What follows belongs to an exercise in optimizing a design on an open flow for small area; a production flow would make more cautious choices. At most, simulation tests tie the RTL to the original design; equivalence was not proved. Only the layout flow was run in run 5; the RTL was not checked for function there. Power and IR drop assume default switching activity.

==> design.v <==
module note2dds_1st_gen(
input wire CLK,
input wire RESET,
input wire [7:0] NOTE,
output wire [31:0] ADDER,
output wire ROUND
);
reg [3:0] K;
reg [3:0] S;
wire [5:0] m = NOTE[7:2];
reg [3:0] k_n;
always @(*) begin
  case (m)
    6'd0, 6'd1, 6'd2: k_n = 4'd13;
    6'd3, 6'd4, 6'd5: k_n = 4'd12;
    6'd6, 6'd7, 6'd8: k_n = 4'd11;
    6'd9, 6'd10, 6'd11: k_n = 4'd10;
    6'd12, 6'd13, 6'd14: k_n = 4'd9;
    6'd15, 6'd16, 6'd17: k_n = 4'd8;
    6'd18, 6'd19, 6'd20: k_n = 4'd7;
    6'd21, 6'd22, 6'd23: k_n = 4'd6;
    6'd24, 6'd25, 6'd26: k_n = 4'd5;
    6'd27, 6'd28, 6'd29: k_n = 4'd4;
    6'd30, 6'd31, 6'd32: k_n = 4'd3;
    6'd33, 6'd34, 6'd35: k_n = 4'd2;
    6'd36, 6'd37, 6'd38: k_n = 4'd1;
    default: k_n = 4'd0;
  endcase
end
wire [1:0] r_n = m % 3;
wire valid = NOTE < 8'd168;
always @(posedge CLK or posedge RESET) begin
  if (RESET)
    S[3:2] <= 2'b11;
  else if (valid)
    S[3:2] <= r_n;
end
always @(posedge CLK) begin
  if (valid) begin
    K <= k_n;
    S[1:0] <= NOTE[1:0];
  end
end
reg [24:0] B;
always @(*) begin
  case (S)
    4'd0: B = 25'd11506414;
    4'd1: B = 25'd12190621;
    4'd2: B = 25'd12915513;
    4'd3: B = 25'd13683509;
    4'd4: B = 25'd14497173;
    4'd5: B = 25'd15359220;
    4'd6: B = 25'd16272526;
    4'd7: B = 25'd17240141;
    4'd8: B = 25'd18265293;
    4'd9: B = 25'd19351404;
    4'd10: B = 25'd20502099;
    4'd11: B = 25'd21721217;
    default: B = 25'd0;
  endcase
end
wire [24:0] c0 = K[0] ? (B >> 1) : B;
wire [24:0] c1 = K[1] ? (c0 >> 2) : c0;
wire [24:0] c2 = K[2] ? (c1 >> 4) : c1;
wire [24:0] c3 = K[3] ? (c2 >> 8) : c2;
wire [24:0] C = c3;
assign ADDER = {8'd0, C[24:1]};
assign ROUND = C[0];
endmodule
module DDS(
input wire CLK,
input wire RESET,
input wire [31:0] ADDER,
input wire ROUND,
output wire [31:0] DDS
);
reg [31:0] P;
assign DDS = P;
wire [31:0] sum;
wire [24:0] c;
assign c[0] = ROUND;
wire [23:0] p = P[23:0] ^ ADDER[23:0];
wire [23:0] g = P[23:0] & ADDER[23:0];
wire g0c = g[0] | (p[0] & ROUND);
wire x1g = g[1] | (p[1] & g0c);
wire x1p = p[1] & p[0];
wire x2g = g[3] | (p[3] & g[2]);
wire x2p = p[3] & p[2];
wire x3g = g[5] | (p[5] & g[4]);
wire x3p = p[5] & p[4];
wire x4g = g[7] | (p[7] & g[6]);
wire x4p = p[7] & p[6];
wire x5g = g[9] | (p[9] & g[8]);
wire x5p = p[9] & p[8];
wire x6g = g[11] | (p[11] & g[10]);
wire x6p = p[11] & p[10];
wire x7g = g[13] | (p[13] & g[12]);
wire x7p = p[13] & p[12];
wire x8g = g[15] | (p[15] & g[14]);
wire x8p = p[15] & p[14];
wire x9g = g[17] | (p[17] & g[16]);
wire x9p = p[17] & p[16];
wire x10g = g[19] | (p[19] & g[18]);
wire x10p = p[19] & p[18];
wire x11g = g[21] | (p[21] & g[20]);
wire x11p = p[21] & p[20];
wire x12g = g[23] | (p[23] & g[22]);
wire x12p = p[23] & p[22];
wire x13g = x2g | (x2p & x1g);
wire x13p = x2p & x1p;
wire x14g = x4g | (x4p & x3g);
wire x14p = x4p & x3p;
wire x15g = x6g | (x6p & x5g);
wire x15p = x6p & x5p;
wire x16g = x8g | (x8p & x7g);
wire x16p = x8p & x7p;
wire x17g = x10g | (x10p & x9g);
wire x17p = x10p & x9p;
wire x18g = x12g | (x12p & x11g);
wire x18p = x12p & x11p;
wire x19g = x14g | (x14p & x13g);
wire x19p = x14p & x13p;
wire x20g = x16g | (x16p & x15g);
wire x20p = x16p & x15p;
wire x21g = x18g | (x18p & x17g);
wire x21p = x18p & x17p;
wire x22g = x20g | (x20p & x19g);
wire x22p = x20p & x19p;
wire x23g = x21g | (x21p & x22g);
wire x23p = x21p & x22p;
wire x24g = x15g | (x15p & x19g);
wire x24p = x15p & x19p;
wire x25g = x17g | (x17p & x22g);
wire x25p = x17p & x22p;
wire x26g = x3g | (x3p & x13g);
wire x26p = x3p & x13p;
wire x27g = x5g | (x5p & x19g);
wire x27p = x5p & x19p;
wire x28g = x7g | (x7p & x24g);
wire x28p = x7p & x24p;
wire x29g = x9g | (x9p & x22g);
wire x29p = x9p & x22p;
wire x30g = x11g | (x11p & x25g);
wire x30p = x11p & x25p;
wire x31g = g[2] | (p[2] & x1g);
wire x31p = p[2] & x1p;
wire x32g = g[4] | (p[4] & x13g);
wire x32p = p[4] & x13p;
wire x33g = g[6] | (p[6] & x26g);
wire x33p = p[6] & x26p;
wire x34g = g[8] | (p[8] & x19g);
wire x34p = p[8] & x19p;
wire x35g = g[10] | (p[10] & x27g);
wire x35p = p[10] & x27p;
wire x36g = g[12] | (p[12] & x24g);
wire x36p = p[12] & x24p;
wire x37g = g[14] | (p[14] & x28g);
wire x37p = p[14] & x28p;
wire x38g = g[16] | (p[16] & x22g);
wire x38p = p[16] & x22p;
wire x39g = g[18] | (p[18] & x29g);
wire x39p = p[18] & x29p;
wire x40g = g[20] | (p[20] & x25g);
wire x40p = p[20] & x25p;
wire x41g = g[22] | (p[22] & x30g);
wire x41p = p[22] & x30p;
assign c[1] = g0c;
assign c[2] = x1g;
assign c[3] = x31g;
assign c[4] = x13g;
assign c[5] = x32g;
assign c[6] = x26g;
assign c[7] = x33g;
assign c[8] = x19g;
assign c[9] = x34g;
assign c[10] = x27g;
assign c[11] = x35g;
assign c[12] = x24g;
assign c[13] = x36g;
assign c[14] = x28g;
assign c[15] = x37g;
assign c[16] = x22g;
assign c[17] = x38g;
assign c[18] = x29g;
assign c[19] = x39g;
assign c[20] = x25g;
assign c[21] = x40g;
assign c[22] = x30g;
assign c[23] = x41g;
assign c[24] = x23g;
assign sum[23:0] = p ^ c[23:0];
wire [7:0] hp;
assign hp[0] = 1'b1;
genvar k;
generate for (k=1;k<8;k=k+1) begin: ginc
 assign hp[k] = hp[k-1] & P[23+k];
end endgenerate
assign sum[31:24] = P[31:24] ^ ({8{c[24]}} & hp);
always @(posedge CLK or posedge RESET)
begin
  if (RESET)
    P <= 32'd0;
  else
    P <= sum;
end
endmodule
module form_wave (
input  wire [31:0] DDS,
input  wire [2:0]  form,
output wire [31:0] WAVE
);
wire [31:0] lower_or;
assign lower_or[0] = 1'b0;
genvar i;
generate
  for (i = 1; i < 32; i = i + 1) begin : g_or
    assign lower_or[i] = lower_or[i-1] | DDS[i-1];
  end
endgenerate
wire ramp = ~form[2] & ~(form[1] & form[0]);          
wire neg  = ~form[2] & (form[1] ? DDS[31] : form[0]) & ~(form[1] & form[0]);
wire sq   = (form == 3'b011) ? DDS[31] :
            (form == 3'b100) ? (DDS[31] & DDS[30]) : 1'b0;
assign WAVE = ({32{ramp}} & (DDS ^ ({32{neg}} & lower_or))) | {32{sq}};
endmodule
module dds_synth (
input  wire        CLK,
input  wire        RESET,
input  wire [7:0]  NOTE,
input  wire [2:0]  FORM,
output wire [31:0] WAVE
);
wire [31:0] ADDER;
wire        ROUND;
wire [31:0] DDS;
note2dds_1st_gen n2d (.CLK(CLK), .RESET(RESET), .NOTE(NOTE), .ADDER(ADDER), .ROUND(ROUND));
DDS dds2 (.CLK(CLK), .RESET(RESET), .ADDER(ADDER), .ROUND(ROUND), .DDS(DDS));
form_wave formw (.DDS(DDS), .form(FORM), .WAVE(WAVE));
endmodule
==> run.sh <==
#!/bin/bash
# synth_recipe.tcl (not shown) runs the flow's synth.tcl, then flattens the netlist and writes it again
# the make line also repeats each setting of config.mk as NAME=value (left out here)
make -C /OpenROAD-flow-scripts/flow DESIGN_CONFIG=/design/flow/config.mk WORK_HOME=/design/flow/orfs CLKGATE_MAP_FILE= SYNTH_SCRIPT=/design/flow/synth_recipe.tcl finish
==> config.mk <==
export PLATFORM = sky130hd
export DESIGN_NAME = dds_synth
export DESIGN_NICKNAME = dds_synth
export VERILOG_FILES = /design/flow/design.v
export SDC_FILE = /design/flow/constraint.sdc
export NUM_CORES = 4
export LEC_CHECK = 0
export ABC_AREA = 1
export CAP_MARGIN = 20
export CORE_MARGIN = 2
export CORE_UTILIZATION = 60
export CTS_BUF_LIST = sky130_fd_sc_hd__clkbuf_8
export SLEW_MARGIN = 20
==> constraint.sdc <==
create_clock -name core_clock -period 6.0 [get_ports {CLK}]
set_input_delay 1.2000 -clock core_clock [delete_from_list [all_inputs] [get_ports {CLK}]]
set_output_delay 1.2000 -clock core_clock [all_outputs]
set_load 0.01 [all_outputs]
==> out/qor.csv, run 1 <==
metric,value,unit
comb_power_share,67.7,%
internal_power,1.14,mW
synth.area.top_cells,"dfrtp_1 16%, nand2_1 13%, o21ai_0 11%",
htree_levels,2,
critical_path_class,in -> out,
cts_hold_buffers,0,
power,2.33,mW
ios,45,
finalHoldViolCount,0,
critPathLaunchType,input pin,
drive_above_1_share,6.62,%
status,timing/DRC/antenna clean,
synth-edff-count,6,
fin_setup_tns,0,ps
die_w,94.2,µm
die_height,94.2,µm
viasPerCell,5.75,
core_area,7810,µm²
clock.fmax,179,MHz
clk_latency,300,ps
regArea,1030,µm²
multi_input_area,3420,µm²
routabilityCongestion,0.939,
hold_path.class,reg -> reg,
ir_drop,0.166,mV
pwr-share-seq,24.1,%
critPathArrivalTime,4390,ps
nNetsFinal,800,
ys_async_sr_fraction,85.0,%
filler_cell_count,677,
via_count,4842,
clock_sinks,40,
track_usage,28.5,%
start_util,62.5,%
path_delay_family,simple AND/OR/NAND/NOR gates,
portBuffers,44,
grt_max_degree,37,
grt_pass1_wl,20.7,mm
drt-total-wl,11.9,mm
grt_antenna_before_repair,0,
synth-main-ff-cell,dfrtp_1,
cpMaxStageDelayCell,clkdlybuf4s50_1,
cp_max_fo,28,
hpwlAfterDp,9.37,mm
synth_seq_cells,40,
cap_violations,0,
p_switching,1.19,mW
clock_skew,5.35,ps
drc_errors,0,
p_clk_share,8.2,%
cts_max_path_buffers,2,
synth_nets,771,
ys_types,51,
dr.pass1.iters,5,
cts_setup_buffers,0,
critical_path_buf_inv_count,3,
cts_tree,built,
syn_inst,710,
yosys.area.top_type,dfrtp_1,
period_share,93.1,%
wire_per_inst,14.1,µm
syn2layout_area_growth,12.1,%
rsz0062_at_grt,false,
seq_area_frac_synth,21.2,%
maxSlewViolCount,0,
power.density,426,nW/µm²
cp-end-kind,output pin,
grt_pass1_vias,4666,
critPathRequiredTime,4800,ps
clkTransAtPathRegs,90,ps
power_leakage,2.59,nW
grt_overflow,0,
p_sw_share,51.1,%
diodes,0,
drtAntennaViolNets,0,
fin_crit,5590,ps
drtIter0Drc,238,
relSlewSlack,44.0,%
final_cell_area,5470,µm²
dieArea,8870,µm²
crit_path_max_incr_delay,550,ps
path_cells,"clkdlybuf4s50_1, a21oi_2, nand2_2, inv_2, nand2_1, nand4_4, nor2_4, nand4_4, nor2_4, nand4_4, nor2_4, nand4_4, nor2_4, nand2_1, nand2_1, nand3_1, nand2_1, clkdlybuf4s50_1",
placed_cell_area,5380,µm²
synth_top_area_share,16.4,%
cts-root-buf,clkbuf_8,
cts_resized,0,
cts_buffers,5,
synth_area,4880,µm²
setup-violations-final,0,
row_count,32,
worst_pin_slew,840,ps
synth.avg_cell_area,6.87,µm²
yosysWarningCount,2,
==> cells in the final DEF, fill, tap and decap left out, drive strengths merged, types with 5 or more instances in the layout <==
| cell type | count |
|---|---|
| a31oi | 7 |
| buf | 9 |
| ha | 35 |
| dfrtp | 32 |
| fa | 13 |
| nand2 | 172 |
| clkbuf | 5 |
| xnor2 | 9 |
| xor2 | 21 |
| o31ai | 8 |
| o211ai | 9 |
| clkinv | 5 |
| nand4 | 9 |
| edfxtp | 6 |
| nor3 | 7 |
| mux2i | 7 |
| inv | 77 |
| clkdlybuf4s50 | 44 |
| nand3 | 27 |
| o21ai | 107 |
| nor2 | 66 |
| a21oi | 39 |
==> path summary, 6_finish.rpt <==
kind,startpoint,to,slack [ps],cells past startpoint
min,dds2.P[25]$_DFF_PP0_,dds2.P[25]$_DFF_PP0_,570,1
max in group asynchronous,RESET,n2d.S[2]$_DFFE_PP1N_,4350,3
min reg2reg,dds2.P[25]$_DFF_PP0_,dds2.P[25]$_DFF_PP0_,570,1
min in group asynchronous,RESET,dds2.P[25]$_DFF_PP0_,1300,3
max reg2reg,n2d.S[2]$_DFFE_PP1N_,dds2.P[22]$_DFF_PP0_,560,25
max,FORM[1],WAVE[30],410,18
==> stage by stage <==
stage | hold WS [ps] | setup WS (ps) | std cells | util [%]
floorplan | 502 | 1270 | 710 | -
global placement | 532 | 524 | 834 | 68.9
finish | 566 | 414 | 842 | 70.1
global route | 601 | 13.5 | 842 | 70.1
CTS | 560 | 429 | 842 | 70.0
detailed placement | 547 | 434 | 834 | 68.9
==> metal layers <==
layer	vias to the layer above	global-route usage, %	part of all wire (%)
met1	2267	35.3	43
met4	0	7.37	1.4
met3	15	2.73	4.1
li1	2436	-	-
met2	124	52.6	51
met5	-	0	0
==> logic make-up (layout without fill, tap and decap cells) <==
logic type      after synthesis  in the layout  synth area share, %
fa+ha+maj                    48             48                 14.3
buf+inv                     110            140                 8.87
compound gates              185            185                 21.3
xor+xnor                     30             30                 5.39
mux                           7              7                 1.44
simple gates                290            290                 27.5
flops                        40             40                 21.2
==> sequential cells by signal, indices dropped and copies added, names as in the netlist <==
signal,flops
dds2.P,32
n2d.K,4
n2d.S,4
==> Yosys cell counts, types with 3 or more instances <==
master	number
nand2_1	170
o21ai_0	105
inv_1	73
nor2_1	58
a21oi_1	38
ha_1	35
dfrtp_1	32
nand3_1	26
clkbuf_1	22
xor2_1	21
fa_1	13
o211ai_1	9
xnor2_1	9
o31ai_1	8
a31oi_1	7
mux2i_1	7
nor2_4	7
nor3_1	7
edfxtp_1	6
nand4_4	6
buf_1	5
inv_2	4
or2_2	3
==> layout make-up <==
| type | instances | area share [%] |
|---|---|---|
| Inverter | 79 | 5.42 |
| Clock inverter | 3 | 0.343 |
| Multi-Input combinational cell | 560 | 62.5 |
| Tap cell | 102 | 2.33 |
| Timing Repair Buffer | 53 | 9.29 |
| Sequential cell | 40 | 18.9 |
| Clock buffer | 5 | 1.26 |
==> power groups by stage <==
stage | Clock, mW | Sequential, mW | Combinational [mW]
6_report | 0.191 | 0.563 | 1.58
5_1_grt | 0.201 | 0.583 | 1.78
4_1_cts | 0.193 | 0.561 | 1.56
3_5_place_dp | 0 | 0.567 | 1.55
3_3_place_gp | 0 | 0.560 | 1.46
2_1_floorplan | 0 | 0.516 | 1.16
==> inputs of run 2 (changes only) <==
==> flow/run.sh (new file) <==
#!/bin/bash
# Standard ORFS layout (the standard.sh) with two changes:
#  - synthesis maps with the ABC script in flow/abc_area.script (no change to
#    the rest of the synthesis: same registers, same names and cell types);
#  - the port buffers that buffer_ports inserts are sky130_fd_sc_hd__buf_1.
# Every tool's output is kept in the ORFS logs under orfs/logs/ and in
# flow_make.log here.
set -euo pipefail
rm -rf scripts_local
cp -r "$FLOW_HOME/scripts" scripts_local
cp flow/abc_area.script scripts_local/abc_area.script
bash standard.sh "SCRIPTS_DIR=$PWD/scripts_local" \
  "BUFFER_PORTS_ARGS=-buffer_cell sky130_fd_sc_hd__buf_1" finish > flow_make.log 2>&1
==> flow/abc_area.script (new file) <==
strash
dch
map -D 4000
topo
stime -c
==> standard.sh (new file) <==
#!/bin/bash
# synth_recipe.tcl (not shown) runs the flow's synth.tcl, then flattens the netlist and writes it again
# the make line also repeats each setting of config.mk as NAME=value (left out here)
make -C /OpenROAD-flow-scripts/flow DESIGN_CONFIG=/design/flow/config.mk WORK_HOME=/design/flow/orfs CLKGATE_MAP_FILE= SYNTH_SCRIPT=/design/flow/synth_recipe.tcl "${@:-finish}"
removed: run.sh
==> run 2 against run 1 <==
  * The layout now fails its checks (setup timing)
  * Count of clock-buffer cells in the layout rose by 1
  * Global-route usage is 2.6 points higher
  * Cell count increased by 9.5%
  * Setup slack got worse by 610 ps
  * Synthesized cell count decreased by 2.8%
  * Die area fell by 6.7%
  * Critical endpoint unchanged
  * Largest power group unchanged
==> out/qor.csv, run 2 <==
metric,value,unit,change
synth_commonest_cells,"148 x nand2_1, 103 x o21ai_0, 100 x clkinv_1",,
cts_max_path_buffers,2,,unchanged
registers.top_by_ff_count,dds2.P,,
synth.avg_cell_area,6.58,µm²,-4.3%
critPathRequiredTime,4800,ps,about the same
cp_max_fo,3,,-89%
drt-total-wl,14.3,mm,+20%
hold_path.class,reg -> reg,,
ir_drop,0.192,mV,+15%
regArea,1030,µm²,unchanged
internal_power,1.23,mW,+7.9%
grt_pass1_vias,4695,,+0.62%
synth_most_common_cell,nand2_1,,
synth_area,4540,µm²,-7.0%
ys_async_sr_fraction,85.0,%,unchanged
synth-main-ff-cell,dfrtp_1,,
period_share,103,%,+10 points
yosys.area.top_type,dfrtp_1,,
cap_violations,0,,unchanged
via_count,5253,,+8.5%
synth_seq_cells,40,,unchanged
finalHoldViolCount,0,,unchanged
critical_path_class,reg -> out,,
worst_pin_slew,1170,ps,+333 ps
htree_levels,2,,unchanged
use_met2,57.8,%,+5.2 points
largest_reg_flops,32,,unchanged
p_sw_share,50.1,%,-1.0 points
cts_hold_buffers,0,,unchanged
hold_ws,507,ps,-58.2 ps
nNetsFinal,883,,+10%
wire_per_inst,15.5,µm,+9.4%
synth.area.top_cells,"dfrtp_1 18%, nand2_1 12%, o21ai_0 11%",,
rsz0062_at_grt,true,,
grt_pass1_wl,21.1,mm,+1.9%
row_count,31,,-3.1%
portBuffers,44,,unchanged
crit_path_max_incr_delay,390,ps,-160 ps
layout_commonest_cell,nand2_1,,
cpMaxStageDelayCell,dfrtp_1,,
ios,45,,unchanged
viasPerCell,5.70,,-0.93%
fin_cells,922,,+9.5%
maxSlewViolCount,0,,unchanged
comb_power_share,67.5,%,-0.2 points
use_met3,4.32,%,+1.6 points
routabilityCongestion,0.932,,-0.80%
cts_tree,built,,
cp-end-kind,output pin,,
ys_types,28,,-45%
p_switching,1.23,mW,+3.5%
drtIter0Drc,350,,+47%
clock_skew,7.51,ps,+2.16 ps
track_usage,31.1,%,+2.6 points
clkTransAtPathRegs,80,ps,about the same
fin_crit,6190,ps,+607 ps
start_util,62.2,%,-0.25 points
grt_antenna_before_repair,0,,unchanged
status,"complete, but fails checks",,
drtAntennaViolNets,0,,unchanged
power_leakage,2.56,nW,-1.1%
pwr-share-seq,22.4,%,-1.7 points
die_w,91.0,µm,-3.4%
clock_sinks,40,,unchanged
seq_area_frac_synth,22.8,%,+1.6 points
grt_max_degree,35,,-5.4%
die_height,91.0,µm,-3.4%
synth_top_area_share,17.6,%,+1.2 points
synth-edff-count,6,,unchanged
clk_latency,320,ps,+20 ps
setup-violations-final,2,,+2
p_clk_share,10.1,%,+1.9 points
syn2layout_area_growth,28.0,%,
dp_cells,886,,+6.2%
grt_overflow,0,,unchanged
power.density,424,nW/µm²,-0.53%
layout_setup_ws,-193,ps,-607 ps
clock.fmax,161,MHz,-9.8%
drc_errors,0,,unchanged
syn_inst,690,,-2.8%
violatedChecks,setup timing,,
cts_buffers,5,,unchanged
yosysWarningCount,2,,unchanged
cts-root-buf,clkbuf_8,,
gr-usage-met1,36.0,%,+0.70 points
multi_input_area,3350,µm²,-1.9%
worst_path_most_repeated_cell,nor2_4,,
dr.pass1.iters,5,,unchanged
busiest_layer,met2,,
synth_nets,751,,-2.6%
dieArea,8280,µm²,-6.7%
hpwlAfterDp,9.16,mm,-2.2%
relSlewSlack,21.6,%,-22 points
core_area,7290,µm²,-6.6%
critPathArrivalTime,4990,ps,+600 ps
final_cell_mix,"139 x nand2_1, 89 x clkinv_1, 81 x o21ai_0",,
diodes,0,,unchanged
reg_top3,"dds2.P x32, n2d.K x4, n2d.S x4",,
critPathLaunchType,flop,,
drive_above_1_share,19.4,%,+13 points
filler_cell_count,529,,-22%
run 2: cell types whose count changed after synthesis, sizes merged, moves of 11 or more:
cell    previous run  this run
inv               77         0
clkinv             2       100
nand2            172       148
nor2              66        90
clkbuf            23         0
nor3               7        18
run 2: critical path: cells and delay by family (launching register included):
| family | cells | cell delay [ps] |
|---|---|---|
| flip-flops | 1 | 390 |
| XOR/XNOR | 1 | 140 |
| buffers and inverters | 11 | 960 |
| AO/OA/AOI/OAI | 3 | 310 |
| AND/OR/NAND/NOR | 27 | 2830 |
run 2: power groups by stage:
stage                     registers (mW)  logic [mW]  clock network (mW)
after floorplan                    0.519       0.986                   0
after global placement             0.513        1.37                   0
after detailed placement           0.524        1.47                   0
after CTS                          0.527        1.49               0.247
after global routing               0.569        1.84               0.256
final                              0.553        1.66               0.248
run 2: cell type report:
cell class / count / area share, %
Multi-Input combinational cell: 549 / 57.7
Sequential cell: 40 / 17.8
Timing Repair Buffer: 126 / 13.7
Inverter: 100 / 6.53
Tap cell: 99 / 2.13
Clock buffer: 6 / 1.42
Clock inverter: 2 / 0.668
run 2: final timing paths:
path	depth (start not counted)	from	endpoint	slack (ps)
worst max-delay path	42	dds2.P[0]$_DFF_PP0_	WAVE[30]	-190
worst min-delay path	1	dds2.P[31]$_DFF_PP0_	dds2.P[31]$_DFF_PP0_	510
worst max register to register	38	n2d.S[1]$_DFFE_PN_	dds2.P[31]$_DFF_PP0_	160
worst min register to register	1	dds2.P[31]$_DFF_PP0_	dds2.P[31]$_DFF_PP0_	510
max in group asynchronous	3	RESET	n2d.S[3]$_DFFE_PP1N_	4690
min in group asynchronous	3	RESET	dds2.P[0]$_DFF_PP0_	950
run 2: logic make-up after synthesis:
kind of cell,after synthesis,share of synthesized area (%)
xor gates and xnor gates,32,6.18
DFF,40,22.8
buffers and inverters,101,8.35
adders and majority gates,48,15.4
and+or+nand+nor,285,25.0
AOI/OAI and AO/OA,181,21.6
muxes,3,0.662
run 2: timing repair:
action,CTS,global route
endpoints found under the setup margin,11,23
resized for setup,27,80
pin swaps,3,29
setup buffers,20,13
run 2: metal layers:
metal	vias to the layer above	share of wire [%]	wire length (µm)
li1	2568	-	-
met1	2403	39	5570
met2	220	52	7390
met3	62	5.0	716
met4	0	4.2	597
met5	-	0	0
run 2: through the flow:
stage                     setup slack, ps  cell area [µm²]  TNS [ps]  utilization (%)  power [mW]
final                                -193             5810      -368             79.7        2.46
after global routing                 -449             5810     -2310             79.7        2.66
after CTS                            -213             5550      -637             76.1        2.27
after detailed placement             -454             5230     -1540             71.7        1.99
after global placement               -204             5230      -279             71.7        1.88
after floorplan                       167             4540         0                -        1.50
==> inputs of run 3 (changes only) <==
==> flow/abc_area.script (replaced) <==
strash
dch
map -B 0.9
topo
stime -c
==> run 3 against run 2 <==
  * Via count fell by 7.3%
  * Synthesized area rose by 0.80%
  * Flip-flop and latch count stayed put
  * Synthesized cell count is 1.4% lower
  * Sequential power is essentially flat
  * Die area increased by 0.76%
  * Now clean on timing, DRC and antenna
  * Clock power shrank 26%
  * Count of clock-buffer cells in the layout shrank 1
  * Wire length decreased by 20%
==> out/qor.csv, run 3 <==
metric,value,unit,change
whs_endpoint,dds2.P[25]$_DFF_PP0_,,
synth_most_common_cell,nand2_1,,
crit_start,FORM[1],,
viasPerCell,5.79,,+1.6%
reg_top3,"dds2.P x32, n2d.K x4, n2d.S x4",,
largest_reg_flops,32,,unchanged
period_share,91.7,%,-11 points
clkTransAtPathRegs,80,ps,about the same
layout_commonest_cell,nand2_1,,
critical_path_class,in -> out,,
die_height,91.3,µm,+0.38%
synth_nets,741,,-1.3%
clk_latency,300,ps,-20 ps
power_leakage,2.21,nW,-14%
holdPathStages,1,,unchanged
ys_types,34,,+21%
drtIter0Drc,275,,-21%
grt_pass1_wl,20.0,mm,-5.1%
row_count,31,,unchanged
clock_sinks,40,,unchanged
final_cell_mix,"172 x nand2_1, 106 x o21ai_0, 79 x clkinv_1",,
critPathLaunchType,input pin,,
via_count,4872,,-7.3%
track_usage,28.9,%,-2.2 points
finalHoldViolCount,0,,unchanged
maxSlewViolCount,0,,unchanged
status,timing/DRC/antenna clean,,
drive_above_1_share,4.31,%,-15 points
synth_commonest_cells,"172 x nand2_1, 107 x o21ai_0, 79 x clkinv_1",,
power,2.21,mW,-10%
cap_violations,0,,unchanged
synth_top_area_share,17.5,%,-0.14 points
fin_cells,842,,-8.7%
filler_cell_count,651,,+23%
hp-start,dds2.P[25]$_DFF_PP0_,,
dieArea,8340,µm²,+0.76%
reg2reg_depth,27,,-29%
clock.fmax,182,MHz,+13%
ys_async_sr_fraction,85.0,%,unchanged
rsz0062_at_grt,true,,
wire_per_inst,13.6,µm,-12%
synth-main-ff-cell,dfrtp_1,,
cp-end-kind,output pin,,
cts_tree,built,,
clock_skew,5.99,ps,-1.51 ps
power.density,438,nW/µm²,+3.3%
routabilityCongestion,0.927,,-0.49%
htree_levels,2,,unchanged
pre_cts_ws,342,ps,+796 ps
die_w,91.3,µm,+0.38%
registers.top_by_ff_count,dds2.P,,
dr.pass1.iters,5,,unchanged
start_util,62.4,%,+0.17 points
hold_ws,564,ps,+56.3 ps
syn_inst,680,,-1.4%
critPathRequiredTime,4800,ps,about the same
grt_max_degree,37,,+5.7%
critPathArrivalTime,4300,ps,-690 ps
r2r-end,dds2.P[22]$_DFF_PP0_,,
fin_crit,5500,ps,-689 ps
drc_errors,0,,unchanged
synth.avg_cell_area,6.73,µm²,+2.3%
seq_area_frac_synth,22.6,%,-0.18 points
layout_setup_ws,496,ps,+689 ps
synth_area,4570,µm²,+0.80%
cts-root-buf,clkbuf_8,,
ios,45,,unchanged
cts_buffers,5,,unchanged
cp_max_fo,15,,+12
hpwlAfterDp,9.12,mm,-0.35%
setup-violations-final,0,,-2
ir_drop,0.206,mV,+7.7%
grt_pass1_vias,4513,,-3.9%
reg2reg_slack,570,ps,+410 ps
synth_seq_cells,40,,unchanged
yosysWarningCount,2,,unchanged
grt_antenna_before_repair,0,,unchanged
worst_pin_slew,1020,ps,-154 ps
syn2layout_area_growth,10.3,%,
synth-edff-count,6,,unchanged
yosys.area.top_type,dfrtp_1,,
hold_path.class,reg -> reg,,
portBuffers,44,,unchanged
drt-total-wl,11.4,mm,-20%
cts_max_path_buffers,2,,unchanged
core_area,7330,µm²,+0.53%
synth.area.top_cells,"dfrtp_1 18%, nand2_1 14%, o21ai_0 12%",,
relSlewSlack,31.9,%,+10 points
nNetsFinal,803,,-9.1%
diodes,0,,unchanged
r2r_start,n2d.S[0]$_DFFE_PN_,,
grt_overflow,0,,unchanged
drtAntennaViolNets,0,,unchanged
dp_cells,834,,-5.9%
## run 3: changes by cell type after synthesis, moves of 3 or more
cell	change
nand4_1	+7
xor2_1	-4
nand3_1	+4
o22ai_1	-6
nand2_1	+24
mux2i_1	+4
o211ai_1	+4
o21ai_0	+4
o31ai_1	+3
clkinv_1	-21
and3_2	+3
nor3_1	-11
nor2_1	-24
a21oi_1	-3
## run 3: layer usage
metal	track usage (%)	wire length, µm	up-vias
li1	-	-	2445
met1	36.0	4930	2240
met2	52.2	5710	163
met3	2.99	505	24
met4	9.47	272	0
met5	0	0	-
## run 3: logic make-up (layout without fill, tap and decap cells)
kind of cell               Yosys count  in the layout  synth area share (%)
DFF                                 40             40                  22.6
adders and majority gates           48             48                  15.3
buffers and inverters               80            143                  6.56
xor gates and xnor gates            30             30                  5.74
muxes                                7              7                  1.53
AOI/OAI and AO/OA                  185            185                  22.5
and+or+nand+nor                    290            290                  25.8
## run 3: cell type report
class | instances | area (µm²) | area share, %
inverter | 79 | 297 | 5.88
clock buffer | 5 | 68.8 | 1.36
clock inverter | 3 | 18.8 | 0.372
sequential | 40 | 1030 | 20.5
multi-input combinational | 560 | 3250 | 64.4
tap | 99 | 124 | 2.45
timing repair buffer | 56 | 255 | 5.06
## run 3: critical path, cell delays in order
cell and delay, ps:
buf_1 120, a21oi_1 220, nand2_1 160, clkinv_1 320, nand2_1 230, nand4_1 180
nor2_1 170, nand4_1 160, nor2_1 160, nand4_1 140, nor2_1 250, nand4_1 200
nor2_1 290, nand3_1 110, nand2_1 70, nand3_1 60, nand2_1 80, buf_1 170
## run 3: worst max path at each step
stage                                      end  cells past startpoint
after floorplan                       WAVE[31]                     16
after global placement    dds2.P[23]$_DFF_PP0_                     28
after detailed placement  dds2.P[23]$_DFF_PP0_                     27
after CTS                 dds2.P[23]$_DFF_PP0_                     31
after global routing      dds2.P[31]$_DFF_PP0_                     29
final                                 WAVE[31]                     18
## run 3: repair_timing
item | CTS | global route
resized for setup | 0 | 4
hold buffers | 0 | 0
buffers inserted | 0 | 0
setup endpoints to repair | 0 | 8
## run 3: power breakdown
group          total (mW)  leakage, nW  switching [mW]  internal, mW
combinational        1.47         1.69           0.901         0.573
clock               0.184       0.0479           0.103        0.0812
sequential          0.552        0.468           0.145         0.407
## run 3: metrics by stage
stage	setup TNS [ps]	instance area [µm²]	utilization (%)
after floorplan	0	4570	-
after global placement	0	4950	67.5
after detailed placement	0	4950	67.5
after CTS	0	5040	68.7
after global routing	-5.41	5050	68.8
final	0	5050	68.8
==> inputs of run 4 (changes only) <==
==> flow/run.sh (replaced) <==
#!/bin/bash
# Standard ORFS layout (the standard.sh) with three changes:
#  - synthesis maps with the ABC script in flow/abc_area.script;
#  - synthesis does not extract full/half adder cells (ADDER_MAP_FILE empty),
#    so ABC maps the adder logic itself.
#    Registers are unchanged: same count, names and cell types;
#  - the port buffers that buffer_ports inserts are sky130_fd_sc_hd__buf_1.
# Every tool's output is kept in the ORFS logs under orfs/logs/ and in
# flow_make.log here.
set -euo pipefail
rm -rf scripts_local
cp -r "$FLOW_HOME/scripts" scripts_local
cp flow/abc_area.script scripts_local/abc_area.script
bash standard.sh "SCRIPTS_DIR=$PWD/scripts_local" "ADDER_MAP_FILE=" \
  "BUFFER_PORTS_ARGS=-buffer_cell sky130_fd_sc_hd__buf_1" finish > flow_make.log 2>&1
==> run 4 against run 3 <==
  * Critical path depth rose by 1
  * Largest cell class unchanged
  * Sequential share of layout area rose by 0.23 points
  * Combinational power down 8%
  * Critical path type is now reg -> out
==> out/qor.csv, run 4 <==
metric,value,unit,change
status,timing/DRC/antenna clean,,
drtIter0Drc,413,,+50%
synth_seq_cells,40,,unchanged
synth_most_common_cell,nand2_1,,
ys_types,24,,-29%
drc_errors,0,,unchanged
critPathRequiredTime,4800,ps,about the same
rsz0062_at_grt,false,,
critical_path_class,reg -> out,,
comb_power_share,63.3,%,-3.4 points
synth_nets,814,,+9.9%
cp.depth,19,,+1
synth_top_area_share,23.9,%,+6.3 points
grt_pass1_wl,21.9,mm,+9.6%
multi_input_area,3200,µm²,-1.4%
synth-edff-count,6,,unchanged
cts-root-buf,clkbuf_8,,
cts_setup_buffers,0,,unchanged
p_clk_share,11.3,%,+3.0 points
drive_above_1_share,2.92,%,-1.4 points
worst_path_most_repeated_cell,nand4_1,,
synth.avg_cell_area,5.68,µm²,-16%
filler_cell_count,756,,+16%
pwr-share-seq,25.3,%,+0.3 points
fin_setup_tns,0,ps,unchanged
ios,45,,unchanged
clock_sinks,40,,unchanged
regArea,1030,µm²,unchanged
power.density,428,nW/µm²,-2.3%
fin_crit,4970,ps,-532 ps
critical_path_buf_inv_count,1,,-2
via_count,5492,,+13%
cts_tree,built,,
grt_antenna_before_repair,0,,unchanged
hold_path.class,reg -> reg,,
power,2.14,mW,-3.3%
clock_skew,14.2,ps,+8.20 ps
core_area,7290,µm²,-0.53%
finalHoldViolCount,0,,unchanged
yosys.area.top_type,nand2_1,,
clock.fmax,201,MHz,+11%
synth.area.top_cells,"nand2_1 24%, dfrtp_1 18%, nand3_1 15%",,
synth_commonest_cells,"289 x nand2_1, 139 x nand3_1, 85 x clkinv_1",,
grt_max_degree,33,,-11%
cp-end-kind,output pin,,
synth_area,4550,µm²,-0.57%
grt_pass1_vias,4938,,+9.4%
period_share,82.9,%,-8.9 points
power_leakage,2.26,nW,+2.5%
viasPerCell,5.74,,-0.72%
relSlewSlack,41.8,%,+9.9 points
critPathArrivalTime,3770,ps,-530 ps
path_cells,"nor2_1, nand4_1, nor2_1, nand4_1, nor3_1, nand4_1, nor2_1, nand4_1, nor2_1, nand4_1, nor2_1, nand4_1, nor2_1, nand4_1, nand2_1, nand3_1, nand3_1, nand2_1, buf_1",,
p_sw_share,53.8,%,+1.8 points
drtAntennaViolNets,0,,unchanged
cp_max_fo,6,,-9
wire_per_inst,13.3,µm,-2.2%
cts_resized,0,,unchanged
die_height,91.1,µm,-0.27%
nNetsFinal,869,,+8.2%
path_delay_family,simple AND/OR/NAND/NOR gates,,
setup-violations-final,0,,unchanged
registers.top_by_ff_count,dds2.P,,
dp_cells,948,,+14%
cts_hold_buffers,0,,unchanged
reg_top3,"dds2.P x32, n2d.K x4, n2d.S x4",,
portBuffers,44,,unchanged
seq_area_frac_synth,22.7,%,+0.13 points
diodes,0,,unchanged
yosysWarningCount,2,,unchanged
grt_overflow,0,,unchanged
routabilityCongestion,1.02,,+9.9%
hpwlAfterDp,9.78,mm,+7.2%
ir_drop,0.340,mV,+65%
drt-total-wl,12.7,mm,+11%
syn_inst,801,,+18%
cap_violations,0,,unchanged
synth-main-ff-cell,dfrtp_1,,
critPathLaunchType,flop,,
cpMaxStageDelayCell,dfrtp_1,,
syn2layout_area_growth,9.71,%,
layout_commonest_cell,nand2_1,,
start_util,62.4,%,about the same
holdPathStages,2,,+1
worst_pin_slew,874,ps,-146 ps
track_usage,31.5,%,+2.6 points
htree_levels,2,,unchanged
reg2reg_depth,23,,-15%
final_cell_mix,"289 x nand2_1, 138 x nand3_1, 85 x clkinv_1",,
die_w,91.1,µm,-0.27%
cts_max_path_buffers,2,,unchanged
fin_cells,956,,+14%
maxSlewViolCount,0,,unchanged
cts_buffers,5,,unchanged
row_count,31,,unchanged
dr.pass1.iters,5,,unchanged
dieArea,8290,µm²,-0.55%
ys_async_sr_fraction,85.0,%,unchanged
largest_reg_flops,32,,unchanged
clkTransAtPathRegs,100,ps,+20 ps
internal_power,0.986,mW,-7.0%
clk_latency,310,ps,about the same
p_switching,1.15,mW,about the same
crit_path_max_incr_delay,450,ps,+130 ps
==> run 4: area by class of cell <==
class	count	share of cell area [%]
flip-flops and latches	40	20.7
well taps	99	2.48
repair buffers	48	3.91
inverters	85	6.39
multi-input cells	676	64.2
clock inverters	3	0.903
clock buffers	5	1.38
==> run 4: worst min-delay path: cells and delay by family, from the launching register on <==
kind             cells  cell delay [ps]
DFF                  1              420
and+or+nand+nor      2              120
==> run 4: per-layer routing <==
layer / global-route usage, % / wire length [µm]
met2: 50.2 / 5640
met5: 0 / 0
met4: 11.6 / 367
met3: 4.65 / 937
met1: 43.2 / 5720
==> run 4: cell families after synthesis <==
kind of cell / Yosys count / share of synthesized area (%)
simple gates: 516 / 47.9
compound gates: 131 / 16.8
buf+inv: 85 / 7.02
flops: 40 / 22.7
xor+xnor: 28 / 5.39
mux: 1 / 0.220
==> run 4: power by group through the flow <==
stage	clock (mW)	sequential, mW	combinational (mW)
2_1_floorplan	0	0.508	1.05
3_3_place_gp	0	0.541	1.28
3_5_place_dp	0	0.544	1.32
4_1_cts	0.241	0.539	1.34
5_1_grt	0.253	0.562	1.55
6_report	0.242	0.541	1.35
==> run 4: through the flow <==
stage	hold slack (ps)	area (µm²)	utilization, %	worst slack, ps
finish	559	4990	68.4	1030
CTS	551	4980	68.4	1070
global route	601	4990	68.4	554
detailed placement	527	4870	66.8	1430
global placement	523	4870	66.8	1510
floorplan	490	4550	-	1160
==> run 4: worst paths after layout <==
kind	from	to	slack (ps)
worst max-delay path	dds2.P[0]$_DFF_PP0_	WAVE[31]	1030
min in group asynchronous	RESET	dds2.P[1]$_DFF_PP0_	720
worst min register to register	dds2.P[31]$_DFF_PP0_	dds2.P[31]$_DFF_PP0_	560
worst min-delay path	dds2.P[31]$_DFF_PP0_	dds2.P[31]$_DFF_PP0_	560
max in group asynchronous	RESET	n2d.S[3]$_DFFE_PP1N_	4610
worst max register to register	n2d.K[0]$_DFFE_PN_	dds2.P[28]$_DFF_PP0_	1380
==> inputs of run 5 (changes only) <==
--- a/design.v
+++ b/design.v
@@ -209,18 +209,53 @@
 input  wire [2:0]  form,
 output wire [31:0] WAVE
 );
+wire ramp = ~form[2] & ~(form[1] & form[0]);          
+wire neg  = ~form[2] & ~(form[1] & form[0]) & (form[1] ? DDS[31] : form[0]);
+wire sq   = (form == 3'b011) ? DDS[31] :
+            (form == 3'b100) ? (DDS[31] & DDS[30]) : 1'b0;
 wire [31:0] lower_or;
 assign lower_or[0] = 1'b0;
-genvar i;
-generate
-  for (i = 1; i < 32; i = i + 1) begin : g_or
-    assign lower_or[i] = lower_or[i-1] | DDS[i-1];
-  end
-endgenerate
-wire ramp = ~form[2] & ~(form[1] & form[0]);          
-wire neg  = ~form[2] & (form[1] ? DDS[31] : form[0]) & ~(form[1] & form[0]);
-wire sq   = (form == 3'b011) ? DDS[31] :
-            (form == 3'b100) ? (DDS[31] & DDS[30]) : 1'b0;
+wire [8:0] grp;
+assign grp[0] = 1'b0;
+assign grp[1] = grp[0] | (|DDS[3:0]);
+assign lower_or[1] = grp[0] | (|DDS[0:0]);
+assign lower_or[2] = grp[0] | (|DDS[1:0]);
+assign lower_or[3] = grp[0] | (|DDS[2:0]);
+assign grp[2] = grp[1] | (|DDS[7:4]);
+assign lower_or[5] = grp[1] | (|DDS[4:4]);
+assign lower_or[6] = grp[1] | (|DDS[5:4]);
+assign lower_or[7] = grp[1] | (|DDS[6:4]);
+assign lower_or[4] = grp[1];
+assign grp[3] = grp[2] | (|DDS[11:8]);
+assign lower_or[9] = grp[2] | (|DDS[8:8]);
+assign lower_or[10] = grp[2] | (|DDS[9:8]);
+assign lower_or[11] = grp[2] | (|DDS[10:8]);
+assign lower_or[8] = grp[2];
+assign grp[4] = grp[3] | (|DDS[15:12]);
+assign lower_or[13] = grp[3] | (|DDS[12:12]);
+assign lower_or[14] = grp[3] | (|DDS[13:12]);
+assign lower_or[15] = grp[3] | (|DDS[14:12]);
+assign lower_or[12] = grp[3];
+assign grp[5] = grp[4] | (|DDS[19:16]);
+assign lower_or[17] = grp[4] | (|DDS[16:16]);
+assign lower_or[18] = grp[4] | (|DDS[17:16]);
+assign lower_or[19] = grp[4] | (|DDS[18:16]);
+assign lower_or[16] = grp[4];
+assign grp[6] = grp[5] | (|DDS[23:20]);
+assign lower_or[21] = grp[5] | (|DDS[20:20]);
+assign lower_or[22] = grp[5] | (|DDS[21:20]);
+assign lower_or[23] = grp[5] | (|DDS[22:20]);
+assign lower_or[20] = grp[5];
+assign grp[7] = grp[6] | (|DDS[27:24]);
+assign lower_or[25] = grp[6] | (|DDS[24:24]);
+assign lower_or[26] = grp[6] | (|DDS[25:24]);
+assign lower_or[27] = grp[6] | (|DDS[26:24]);
+assign lower_or[24] = grp[6];
+assign grp[8] = grp[7] | (|DDS[31:28]);
+assign lower_or[29] = grp[7] | (|DDS[28:28]);
+assign lower_or[30] = grp[7] | (|DDS[29:28]);
+assign lower_or[31] = grp[7] | (|DDS[30:28]);
+assign lower_or[28] = grp[7];
 assign WAVE = ({32{ramp}} & (DDS ^ ({32{neg}} & lower_or))) | {32{sq}};
 endmodule
 module dds_synth (
==> flow/abc_area.script (replaced) <==
strash
dch
map -a
topo
stime -c
==> run 5 against run 4 <==
  * Wire length down 8.2%
  * Sequential power shrank 0.7%
  * Setup slack worse by 710 ps
  * Design area down 2.7%
  * Register-to-register slack got worse by 930 ps
  * Fmax is 13% lower
  * Synthesized cell count shrank 12%
  * Total power shrank 6.1%
  * Critical path depth is 10 higher
  * Clock power shrank 25%
  * Non-clock buffer count rose by 16
  * Clock skew down 6.9 ps
  * Critical path type unchanged
  * Largest cell class unchanged
==> out/qor.csv, run 5 <==
metric,value,unit,change
start_util,62.1,%,-0.25 points
htree_levels,2,,unchanged
yosys.area.top_type,dfrtp_1,,
maxSlewViolCount,0,,unchanged
drc_errors,0,,unchanged
critPathRequiredTime,4800,ps,about the same
met1Wirelength,5.31,mm,-7.3%
viasPerCell,5.67,,-1.3%
registers.top_by_ff_count,dds2.P,,
met2_length,5.40,mm,-4.3%
grt_max_degree,35,,+6.1%
ir_drop,0.247,mV,-27%
worst_pin_slew,864,ps,-9.20 ps
synth_most_common_cell,nand2_1,,
synth_top_area_share,19.0,%,-4.9 points
final_cell_area,4860,µm²,-2.7%
hpwlAfterDp,8.75,mm,-10%
crit_start,dds2.P[1]$_DFF_PP0_,,
grt_overflow,0,,unchanged
reg_top3,"dds2.P x32, n2d.K x4, n2d.S x4",,
drive_above_1_share,8.73,%,+5.8 points
cpMaxStageDelayCell,dfrtp_2,,
period_share,94.7,%,+12 points
synth_commonest_cells,"145 x nand2_1, 130 x nor2_1, 97 x o21ai_0",,
drtAntennaViolNets,0,,unchanged
core_area,6790,µm²,-6.8%
syn2layout_area_growth,15.1,%,
endpoint,WAVE[31],,
routabilityCongestion,0.987,,-3.1%
wire_per_inst,13.3,µm,+0.31%
critical_path_class,reg -> out,,
synth.avg_cell_area,5.96,µm²,+5.0%
track_usage,30.0,%,-1.4 points
layout_setup_ws,317,ps,-711 ps
cts_tree,built,,
final_cell_mix,"145 x nand2_1, 117 x nor2_1, 92 x o21ai_0",,
hold_path.class,reg -> reg,,
synth-edff-count,6,,unchanged
die_w,87.9,µm,-3.5%
grt_pass1_wl,18.7,mm,-15%
yosysWarningCount,2,,unchanged
synth_seq_cells,40,,unchanged
reg2reg_slack,450,ps,-930 ps
cp-end-kind,output pin,,
cts-root-buf,clkbuf_8,,
portBuffers,44,,unchanged
fin_crit,5680,ps,+711 ps
critPathLaunchType,flop,,
synth_nets,721,,-11%
power_leakage,1.94,nW,-15%
utilization,71.5,%,+3.1 points
cap_violations,0,,unchanged
ios,45,,unchanged
diodes,0,,unchanged
placed_cell_area,4590,µm²,-5.9%
grt_pass1_vias,4181,,-15%
synth.area.top_cells,"dfrtp_1 19%, nand2_1 13%, nor2_1 12%",,
nNetsFinal,792,,-8.9%
setup-violations-final,0,,unchanged
routed.top_layer,met4,,
dieArea,7720,µm²,-6.9%
drtIter0Drc,474,,+15%
ys_types,33,,+38%
clk_latency,300,ps,about the same
cts_buffers,5,,unchanged
largest_reg_flops,32,,unchanged
seq_area_frac_synth,24.5,%,+1.8 points
crit_path_max_incr_delay,450,ps,about the same
layout_commonest_cell,nand2_1,,
pre_cts_ws,-58.8,ps,-1490 ps
worst_path_most_repeated_cell,nor2_2,,
drt-total-wl,11.6,mm,-8.2%
status,timing/DRC/antenna clean,,
clkTransAtPathRegs,90,ps,about the same
fin_setup_tns,0,ps,unchanged
ys_async_sr_fraction,85.0,%,unchanged
cts_max_path_buffers,2,,unchanged
clock_sinks,40,,unchanged
power,2.01,mW,-6.1%
row_count,30,,-3.2%
critPathArrivalTime,4480,ps,+710 ps
reg2reg_depth,29,,+26%
cp_max_fo,5,,-1
die_height,87.9,µm,-3.5%
clock.fmax,176,MHz,-13%
synth-main-ff-cell,dfrtp_1,,
via_count,4962,,-9.7%
dr.pass1.iters,7,,+2
r2r-end,dds2.P[15]$_DFF_PP0_,,
grt_antenna_before_repair,0,,unchanged
syn_inst,708,,-12%
clock_skew,7.32,ps,-6.88 ps
synth_area,4220,µm²,-7.2%
r2r_start,n2d.S[3]$_DFFE_PP1N_,,
relSlewSlack,42.4,%,+0.61 points
power.density,413,nW/µm²,-3.5%
wl_met3,738,µm,-21%
finalHoldViolCount,0,,unchanged
-- run 5: logic make-up after synthesis --
family	Yosys count	synth area share (%)
adder cells (fa/ha/maj)	2	0.474
multiplexers	3	0.712
XOR/XNOR	35	7.26
AND/OR/NAND/NOR	323	30.7
flip-flops	40	24.5
buffers and inverters	94	8.36
AO/OA/AOI/OAI	211	28.0
-- run 5: critical path, delay by kind of cell, from the launching register on --
family          cells  cell delay (ps)
compound gates      4              500
buf+inv             5              460
flops               1              450
simple gates       20             2750
-- run 5: timing repair --
| action | in CTS | in global routing |
|---|---|---|
| gates resized for setup | 4 | 34 |
| hold buffers | 0 | 0 |
| setup endpoints to repair | 11 | 22 |
| setup buffers | 0 | 10 |
| pin swaps | 0 | 7 |
-- run 5: area by class of cell --
class / instances / area [µm²]
well taps: 96 / 120
flip-flops and latches: 40 / 1030
clock buffers: 5 / 68.8
repair buffers: 64 / 315
multi-input cells: 574 / 2950
inverters: 94 / 360
clock inverters: 2 / 12.5
fillers: 608 / 1940
-- run 5: how the worst min path moves through the flow --
stage	startpoint	end	slack (ps)	cells past startpoint
4_1_cts	dds2.P[31]$_DFF_PP0_	dds2.P[31]$_DFF_PP0_	480	1
6_report	dds2.P[31]$_DFF_PP0_	dds2.P[31]$_DFF_PP0_	480	1
3_3_place_gp	dds2.P[31]$_DFF_PP0_	dds2.P[31]$_DFF_PP0_	470	1
2_1_floorplan	dds2.P[31]$_DFF_PP0_	dds2.P[31]$_DFF_PP0_	450	1
3_5_place_dp	dds2.P[31]$_DFF_PP0_	dds2.P[31]$_DFF_PP0_	470	1
5_1_grt	dds2.P[31]$_DFF_PP0_	dds2.P[31]$_DFF_PP0_	500	1
-- run 5: metrics by stage --
step,hold WS [ps],instances
floorplan,449,708
global placement,465,858
detailed placement,470,858
CTS,481,865
global route,498,875
finish,481,875
-- run 5: power by group --
part	switching (mW)	internal (mW)	total, mW
Combinational	0.819	0.467	1.29
Clock	0.103	0.0790	0.182
Sequential	0.137	0.400	0.537
-- run 5: per-layer routing --
| metal | track usage, % | vias up |
|---|---|---|
| met4 | 6.43 | 0 |
| li1 | - | 2540 |
| met3 | 3.11 | 26 |
| met5 | 0 | - |
| met2 | 50.1 | 179 |
| met1 | 42.3 | 2217 |
==> inputs of run 6 (changes only) <==
--- a/design.v
+++ b/design.v
@@ -59,10 +59,10 @@
     default: B = 25'd0;
   endcase
 end
-wire [24:0] c0 = K[0] ? (B >> 1) : B;
-wire [24:0] c1 = K[1] ? (c0 >> 2) : c0;
-wire [24:0] c2 = K[2] ? (c1 >> 4) : c1;
-wire [24:0] c3 = K[3] ? (c2 >> 8) : c2;
+wire [24:0] c0 = K[3] ? (B >> 8) : B;
+wire [24:0] c1 = K[2] ? (c0 >> 4) : c0;
+wire [24:0] c2 = K[1] ? (c1 >> 2) : c1;
+wire [24:0] c3 = K[0] ? (c2 >> 1) : c2;
 wire [24:0] C = c3;
 assign ADDER = {8'd0, C[24:1]};
 assign ROUND = C[0];
@@ -215,47 +215,43 @@
             (form == 3'b100) ? (DDS[31] & DDS[30]) : 1'b0;
 wire [31:0] lower_or;
 assign lower_or[0] = 1'b0;
-wire [8:0] grp;
+wire [4:0] grp;
 assign grp[0] = 1'b0;
-assign grp[1] = grp[0] | (|DDS[3:0]);
+assign grp[1] = grp[0] | (|DDS[7:0]);
 assign lower_or[1] = grp[0] | (|DDS[0:0]);
 assign lower_or[2] = grp[0] | (|DDS[1:0]);
 assign lower_or[3] = grp[0] | (|DDS[2:0]);
-assign grp[2] = grp[1] | (|DDS[7:4]);
-assign lower_or[5] = grp[1] | (|DDS[4:4]);
-assign lower_or[6] = grp[1] | (|DDS[5:4]);
-assign lower_or[7] = grp[1] | (|DDS[6:4]);
-assign lower_or[4] = grp[1];
-assign grp[3] = grp[2] | (|DDS[11:8]);
-assign lower_or[9] = grp[2] | (|DDS[8:8]);
-assign lower_or[10] = grp[2] | (|DDS[9:8]);
-assign lower_or[11] = grp[2] | (|DDS[10:8]);
-assign lower_or[8] = grp[2];
-assign grp[4] = grp[3] | (|DDS[15:12]);
-assign lower_or[13] = grp[3] | (|DDS[12:12]);
-assign lower_or[14] = grp[3] | (|DDS[13:12]);
-assign lower_or[15] = grp[3] | (|DDS[14:12]);
-assign lower_or[12] = grp[3];
-assign grp[5] = grp[4] | (|DDS[19:16]);
-assign lower_or[17] = grp[4] | (|DDS[16:16]);
-assign lower_or[18] = grp[4] | (|DDS[17:16]);
-assign lower_or[19] = grp[4] | (|DDS[18:16]);
-assign lower_or[16] = grp[4];
-assign grp[6] = grp[5] | (|DDS[23:20]);
-assign lower_or[21] = grp[5] | (|DDS[20:20]);
-assign lower_or[22] = grp[5] | (|DDS[21:20]);
-assign lower_or[23] = grp[5] | (|DDS[22:20]);
-assign lower_or[20] = grp[5];
-assign grp[7] = grp[6] | (|DDS[27:24]);
-assign lower_or[25] = grp[6] | (|DDS[24:24]);
-assign lower_or[26] = grp[6] | (|DDS[25:24]);
-assign lower_or[27] = grp[6] | (|DDS[26:24]);
-assign lower_or[24] = grp[6];
-assign grp[8] = grp[7] | (|DDS[31:28]);
-assign lower_or[29] = grp[7] | (|DDS[28:28]);
-assign lower_or[30] = grp[7] | (|DDS[29:28]);
-assign lower_or[31] = grp[7] | (|DDS[30:28]);
-assign lower_or[28] = grp[7];
+assign lower_or[4] = grp[0] | (|DDS[3:0]);
+assign lower_or[5] = grp[0] | (|DDS[4:0]);
+assign lower_or[6] = grp[0] | (|DDS[5:0]);
+assign lower_or[7] = grp[0] | (|DDS[6:0]);
+assign grp[2] = grp[1] | (|DDS[15:8]);
+assign lower_or[9] = grp[1] | (|DDS[8:8]);
+assign lower_or[10] = grp[1] | (|DDS[9:8]);
+assign lower_or[11] = grp[1] | (|DDS[10:8]);
+assign lower_or[12] = grp[1] | (|DDS[11:8]);
+assign lower_or[13] = grp[1] | (|DDS[12:8]);
+assign lower_or[14] = grp[1] | (|DDS[13:8]);
+assign lower_or[15] = grp[1] | (|DDS[14:8]);
+assign lower_or[8] = grp[1];
+assign grp[3] = grp[2] | (|DDS[23:16]);
+assign lower_or[17] = grp[2] | (|DDS[16:16]);
+assign lower_or[18] = grp[2] | (|DDS[17:16]);
+assign lower_or[19] = grp[2] | (|DDS[18:16]);
+assign lower_or[20] = grp[2] | (|DDS[19:16]);
+assign lower_or[21] = grp[2] | (|DDS[20:16]);
+assign lower_or[22] = grp[2] | (|DDS[21:16]);
+assign lower_or[23] = grp[2] | (|DDS[22:16]);
+assign lower_or[16] = grp[2];
+assign grp[4] = grp[3] | (|DDS[31:24]);
+assign lower_or[25] = grp[3] | (|DDS[24:24]);
+assign lower_or[26] = grp[3] | (|DDS[25:24]);
+assign lower_or[27] = grp[3] | (|DDS[26:24]);
+assign lower_or[28] = grp[3] | (|DDS[27:24]);
+assign lower_or[29] = grp[3] | (|DDS[28:24]);
+assign lower_or[30] = grp[3] | (|DDS[29:24]);
+assign lower_or[31] = grp[3] | (|DDS[30:24]);
+assign lower_or[24] = grp[3];
 assign WAVE = ({32{ramp}} & (DDS ^ ({32{neg}} & lower_or))) | {32{sq}};
 endmodule
 module dds_synth (
==> flow/abc_area.script (replaced) <==
strash
dch
amap -m
topo
stime -c
==> run 6 against run 5 <==
  * Still clean on timing, DRC and antenna
  * Combinational power grew 4%
  * Synthesized area shrank 7.4%
  * Die area shrank 7.1%
  * Sequential share of layout area grew 1.2 points
  * Design area shrank 5.5%
  * Clock power grew 34%
  * Wire length shrank 5.2%
  * Flip-flop and latch count is the same
==> out/qor.csv, run 6 <==
metric,value,unit,change
status,timing/DRC/antenna clean,,
whs_endpoint,dds2.P[29]$_DFF_PP0_,,
grt_antenna_before_repair,0,,unchanged
drtIter0Drc,370,,-22%
nNetsFinal,680,,-14%
power,2.11,mW,+5.2%
relSlewSlack,49.1,%,+6.7 points
synth_top_family_by_area,compound AO/OA/AOI/OAI gates,,
grt_pass1_wl,18.0,mm,-3.8%
layout_commonest_cell,nor2_1,,
crit_path_max_incr_delay,450,ps,about the same
synth_xor_area_share,0.224,%,-7.0 points
diodes,0,,unchanged
drtAntennaViolNets,0,,unchanged
ios,45,,unchanged
synth.mux.area_fraction,0,%,-0.71 points
period_share,93.8,%,-0.90 points
synth_most_common_cell,nor2_1,,
setup-violations-final,0,,unchanged
cpMaxStageDelayCell,edfxtp_1,,
reg2reg_depth,40,,+38%
synth_commonest_cells,"110 x nor2_1, 84 x nand2_1, 74 x o21ai_0",,
start_util,61.9,%,-0.25 points
critical_path_class,reg -> reg,,
cts_buffers,5,,unchanged
grt_pass1_vias,4051,,-3.1%
synth_nets,605,,-16%
reg_top3,"dds2.P x32, n2d.K x4, n2d.S x4",,
power_leakage,1.68,nW,-13%
finalHoldViolCount,0,,unchanged
holdPathStages,2,,+1
rsz0062_at_grt,true,,
htree_levels,2,,unchanged
cts-root-buf,clkbuf_8,,
synth.avg_cell_area,6.60,µm²,+11%
cp_max_fo,6,,+1
yosysWarningCount,2,,unchanged
synth-edff-count,6,,unchanged
row_count,29,,-3.3%
clock.fmax,178,MHz,+0.95%
clk_latency,300,ps,about the same
drive_above_1_share,9.88,%,+1.2 points
cts_tree,built,,
hp-start,dds2.P[29]$_DFF_PP0_,,
drt-total-wl,11.0,mm,-5.2%
syn_inst,592,,-16%
die_height,84.7,µm,-3.6%
multi_input_area,2780,µm²,-5.5%
final_cell_mix,"104 x nor2_1, 81 x nand2_1, 69 x o21ai_0",,
hold_path.class,reg -> reg,,
critPathRequiredTime,6190,ps,+1390 ps
grt_overflow,0,,unchanged
drc_errors,0,,unchanged
clkTransAtPathRegs,90,ps,about the same
power.density,459,nW/µm²,+11%
fin_crit,5630,ps,-53.7 ps
critPathArrivalTime,5810,ps,+1330 ps
utilization,72.7,%,+1.2 points
r2r-end,dds2.P[31]$_DFF_PP0_,,
synth_area,3910,µm²,-7.4%
synth.area.top_cells,"dfrtp_1 20%, o22a_1 11%, nor2_1 11%",,
ys_types,33,,unchanged
filler_cell_count,518,,-15%
clock_sinks,40,,unchanged
core_area,6310,µm²,-7.1%
viasPerCell,6.37,,+12%
grt_max_degree,35,,unchanged
die_w,84.7,µm,-3.6%
synth_top_area_share,20.5,%,+1.5 points
synth_simple_gate_area_share,23.6,%,-7.2 points
synth_compound_area_share,44.4,%,+16 points
dieArea,7170,µm²,-7.1%
via_count,4745,,-4.4%
regArea,1030,µm²,-0.12%
wire_per_inst,14.8,µm,+11%
yosys.area.top_type,dfrtp_1,,
routabilityCongestion,0.932,,-5.6%
worst_path_most_repeated_cell,nor2_1,,
cp-end-kind,flop,,
synth_seq_cells,40,,unchanged
seq_area_frac_synth,26.5,%,+2.0 points
synth-main-ff-cell,dfrtp_1,,
portBuffers,44,,unchanged
cts_max_path_buffers,2,,unchanged
hpwlAfterDp,8.05,mm,-8.0%
maxSlewViolCount,0,,unchanged
dr.pass1.iters,5,,-2
synth-adder-area-share,0,%,-0.47 points
largest_reg_flops,32,,unchanged
ys_async_sr_fraction,85.0,%,unchanged
worst_pin_slew,764,ps,-100 ps
r2r_start,n2d.S[1]$_DFFE_PN_,,
critPathLaunchType,flop,,
reg2reg_slack,370,ps,-80 ps
syn2layout_area_growth,17.6,%,
registers.top_by_ff_count,dds2.P,,
clock_skew,15.3,ps,+7.97 ps
track_usage,29.8,%,-0.18 points
ir_drop,0.341,mV,+38%
cap_violations,0,,unchanged
[run 6: cell count changes in the layout (fill, tap and decap cells not counted), moves of 19 or more]
| cell | previous run | this run |
|---|---|---|
| nand2_1 | 145 | 81 |
| clkinv_1 | 90 | 51 |
| xor2_1 | 28 | 1 |
| o22a_1 | 0 | 50 |
| o22ai_1 | 5 | 24 |
| o21ai_0 | 92 | 69 |
[run 6: layer usage]
metal  GRT usage, %  vias up  routed length, µm
met1           42.0     2182               5270
met3           5.11       26                558
met2           47.2      153               4970
met4           8.95        0                232
met5              0        -                  0
li1               -     2384                  -
[run 6: power breakdown]
part	switching (mW)	internal (mW)
Combinational	0.831	0.513
Sequential	0.121	0.402
Clock	0.106	0.136
Total	1.06	1.05
[run 6: worst max-delay path: cells and delay by family (launching register included)]
| family | cells | cell delay [ps] |
|---|---|---|
| simple gates | 18 | 2010 |
| flops | 1 | 450 |
| compound gates | 16 | 2310 |
| buf+inv | 6 | 720 |
[run 6: logic make-up after synthesis]
logic type	Yosys count
AOI/OAI and AO/OA	266
and+or+nand+nor	229
buffers and inverters	56
DFF	40
xor gates and xnor gates	1
[run 6: cell type report]
| class | count | share of cell area (%) |
|---|---|---|
| clock buffers | 6 | 1.80 |
| multi-input cells | 496 | 60.6 |
| inverters | 56 | 4.69 |
| flip-flops and latches | 40 | 22.5 |
| clock inverters | 2 | 0.845 |
| well taps | 77 | 2.10 |
| repair buffers | 68 | 7.47 |
[run 6: how the worst max path moves through the flow]
stage,start,to,slack [ps]
6_report,n2d.S[1]$_DFFE_PN_,dds2.P[31]$_DFF_PP0_,370
5_1_grt,n2d.S[1]$_DFFE_PN_,dds2.P[31]$_DFF_PP0_,-170
4_1_cts,n2d.S[1]$_DFFE_PN_,dds2.P[31]$_DFF_PP0_,9
3_5_place_dp,n2d.S[2]$_DFFE_PP1N_,dds2.P[31]$_DFF_PP0_,-10
3_3_place_gp,n2d.S[2]$_DFFE_PP1N_,dds2.P[31]$_DFF_PP0_,200
2_1_floorplan,n2d.K[3]$_SDFFCE_PP0N_,dds2.P[31]$_DFF_PP0_,340
[run 6: what timing repair did]
| item | CTS | global route |
|---|---|---|
| resized for setup | 1 | 36 |
| buffers inserted | 0 | 10 |
| pin swaps | 0 | 7 |
| endpoints found under the setup margin | 3 | 21 |
| hold buffers | 0 | 0 |
[run 6: metrics by stage]
step	instance area [µm²]	hold WS (ps)	worst slack, ps	std cells	setup TNS (ps)
global route	4590	567	-168	745	-775
global placement	4270	496	199	727	0
detailed placement	4270	505	-14.3	727	-14.3
floorplan	3910	474	341	592	0
CTS	4400	524	8.65	735	0
finish	4590	518	371	745	0
==> inputs of run 7 (changes only) <==
==> flow/abc_area.script (replaced) <==
strash
dch
amap
topo
stime -c
==> run 7 against run 6 <==
  * Non-clock buffer count shrank 1
  * Die area grew 0.58%
  * Critical path type unchanged
  * Still clean
  * Critical endpoint unchanged
  * First-iteration DRC count grew 83%
  * Critical path depth shrank 7
  * Highest routed layer unchanged
  * Total power grew 3.7%
  * Clock power grew 9.9%
==> out/qor.csv, run 7 <==
metric,value,unit,change
ios,45,,unchanged
ys_async_sr_fraction,85.0,%,unchanged
synth_most_common_cell,nor2_1,,
viasPerCell,6.49,,+1.9%
p_clk_share,12.2,%,+0.7 points
finalHoldViolCount,0,,unchanged
synth_seq_cells,40,,unchanged
synth.mux.area_fraction,0,%,unchanged
dieArea,7210,µm²,+0.58%
utilization,73.2,%,+0.51 points
via_count,4900,,+3.3%
ys_types,34,,+3.0%
synth_compound_area_share,42.6,%,-1.7 points
cts_tree,built,,
cpMaxStageDelayCell,dfstp_4,,
grt_antenna_before_repair,0,,unchanged
synth-adder-area-share,0,%,unchanged
clock_sinks,40,,unchanged
drive_above_1_share,10.8,%,+0.89 points
pre_cts_ws,19.1,ps,+33.4 ps
p_switching,1.10,mW,+4.2%
multi_input_area,2800,µm²,+0.76%
registers.top_by_ff_count,dds2.P,,
worst_pin_slew,707,ps,-57.3 ps
crit_path_max_incr_delay,720,ps,+270 ps
critPathArrivalTime,6050,ps,+240 ps
status,timing/DRC/antenna clean,,
nNetsFinal,691,,+1.6%
htree_levels,2,,unchanged
hpwlAfterDp,8.13,mm,+1.0%
drtIter0Drc,676,,+83%
layout_setup_ws,175,ps,-196 ps
track_usage,30.1,%,+0.26 points
grt_max_degree,35,,unchanged
synth.area.top_cells,"dfrtp_1 20%, nor2_1 12%, o22a_1 8.7%",,
cts_buffers,5,,unchanged
die_w,84.9,µm,+0.29%
critPathLaunchType,flop,,
hold_path.class,reg -> reg,,
largest_reg_flops,32,,unchanged
placed_cell_area,4300,µm²,+0.56%
drc_errors,0,,unchanged
yosys.area.top_type,dfrtp_1,,
power.density,471,nW/µm²,+2.4%
final_cell_mix,"119 x nor2_1, 76 x nand2_1, 57 x clkinv_1",,
routabilityCongestion,0.970,,+4.1%
synth_area,3930,µm²,+0.61%
synth-edff-count,6,,unchanged
synth_commonest_cells,"128 x nor2_1, 81 x nand2_1, 63 x clkinv_1",,
run 7: cell types whose count changed in the layout (fill, tap and decap cells not counted), sizes merged, moves of 4 or more:
| cell | change |
|---|---|
| nor2 | +18 |
| o21a | +6 |
| a21oi | +5 |
| o22a | -11 |
| o22ai | +5 |
| o21ai | -19 |
| clkinv | +4 |
run 7: final cells by class:
cell class,count,area share [%]
Sequential cell,40,22.3
Clock inverter,2,1.29
Multi-Input combinational cell,501,60.3
Timing Repair Buffer,67,7.26
Clock buffer,5,1.48
Tap cell,77,2.07
Inverter,63,5.30
run 7: kinds of logic (layout without fill, tap and decap cells):
| family | after synthesis | in the layout |
|---|---|---|
| AND/OR/NAND/NOR | 244 | 244 |
| flip-flops | 40 | 40 |
| AO/OA/AOI/OAI | 256 | 256 |
| buffers and inverters | 63 | 137 |
| XOR/XNOR | 1 | 1 |
run 7: path summary, 6_finish.rpt:
path                                      start                    to  slack (ps)  depth (start not counted)
max                        n2d.S[3]$_DFFE_PP1N_  dds2.P[31]$_DFF_PP0_         170                         33
min                        dds2.P[29]$_DFF_PP0_  dds2.P[29]$_DFF_PP0_         540                          2
max reg2reg                n2d.S[3]$_DFFE_PP1N_  dds2.P[31]$_DFF_PP0_         170                         33
min reg2reg                dds2.P[29]$_DFF_PP0_  dds2.P[29]$_DFF_PP0_         540                          2
max in group asynchronous                 RESET  n2d.S[2]$_DFFE_PP1N_        4700                          3
min in group asynchronous                 RESET  dds2.P[19]$_DFF_PP0_         960                          3
run 7: critical path, delay by kind of cell, from the launching register on:
family,cells,cell delay [ps]
AOI/OAI and AO/OA,15,2330
and+or+nand+nor,15,2260
DFF,1,720
buffers and inverters,3,460
run 7: what timing repair did:
| item | 4_1_cts | 5_1_grt |
|---|---|---|
| buffers inserted | 0 | 9 |
| pin swaps | 0 | 16 |
| hold endpoints to repair | 0 | 0 |
| gates resized for setup | 1 | 49 |
| endpoints found under the setup margin | 1 | 21 |
run 7: per-stage QoR:
step           hold slack (ps)  instances
2_1_floorplan              474        604
3_3_place_gp               537        739
3_5_place_dp               532        739
4_1_cts                    551        746
5_1_grt                    599        755
6_report                   543        755
run 7: power by group through the flow:
stage | Combinational, mW | Sequential, mW | Clock (mW)
after global placement | 1.22 | 0.497 | 0
after detailed placement | 1.25 | 0.503 | 0
after floorplan | 0.968 | 0.496 | 0
after CTS | 1.26 | 0.497 | 0.268
final | 1.41 | 0.507 | 0.267
after global routing | 1.57 | 0.523 | 0.276
run 7: layer usage:
| layer | vias to the layer above | GRT usage, % | share of wire (%) |
|---|---|---|---|
| met5 | - | 0 | 0 |
| met2 | 212 | 49.1 | 46 |
| met1 | 2273 | 42.3 | 45 |
| met4 | 0 | 7.36 | 1.7 |
| met3 | 29 | 4.47 | 6.7 |
| li1 | 2386 | - | - |

Re-timed with assumed drivers on the ports (clkbuf_16 on the clock, buf_2 on other inputs), run 7 has 0.175 ns of setup slack against 0.175 ns with ideal ports, and 0.175 ns once port delays also move by the mid clock arrival of 0.333 ns.
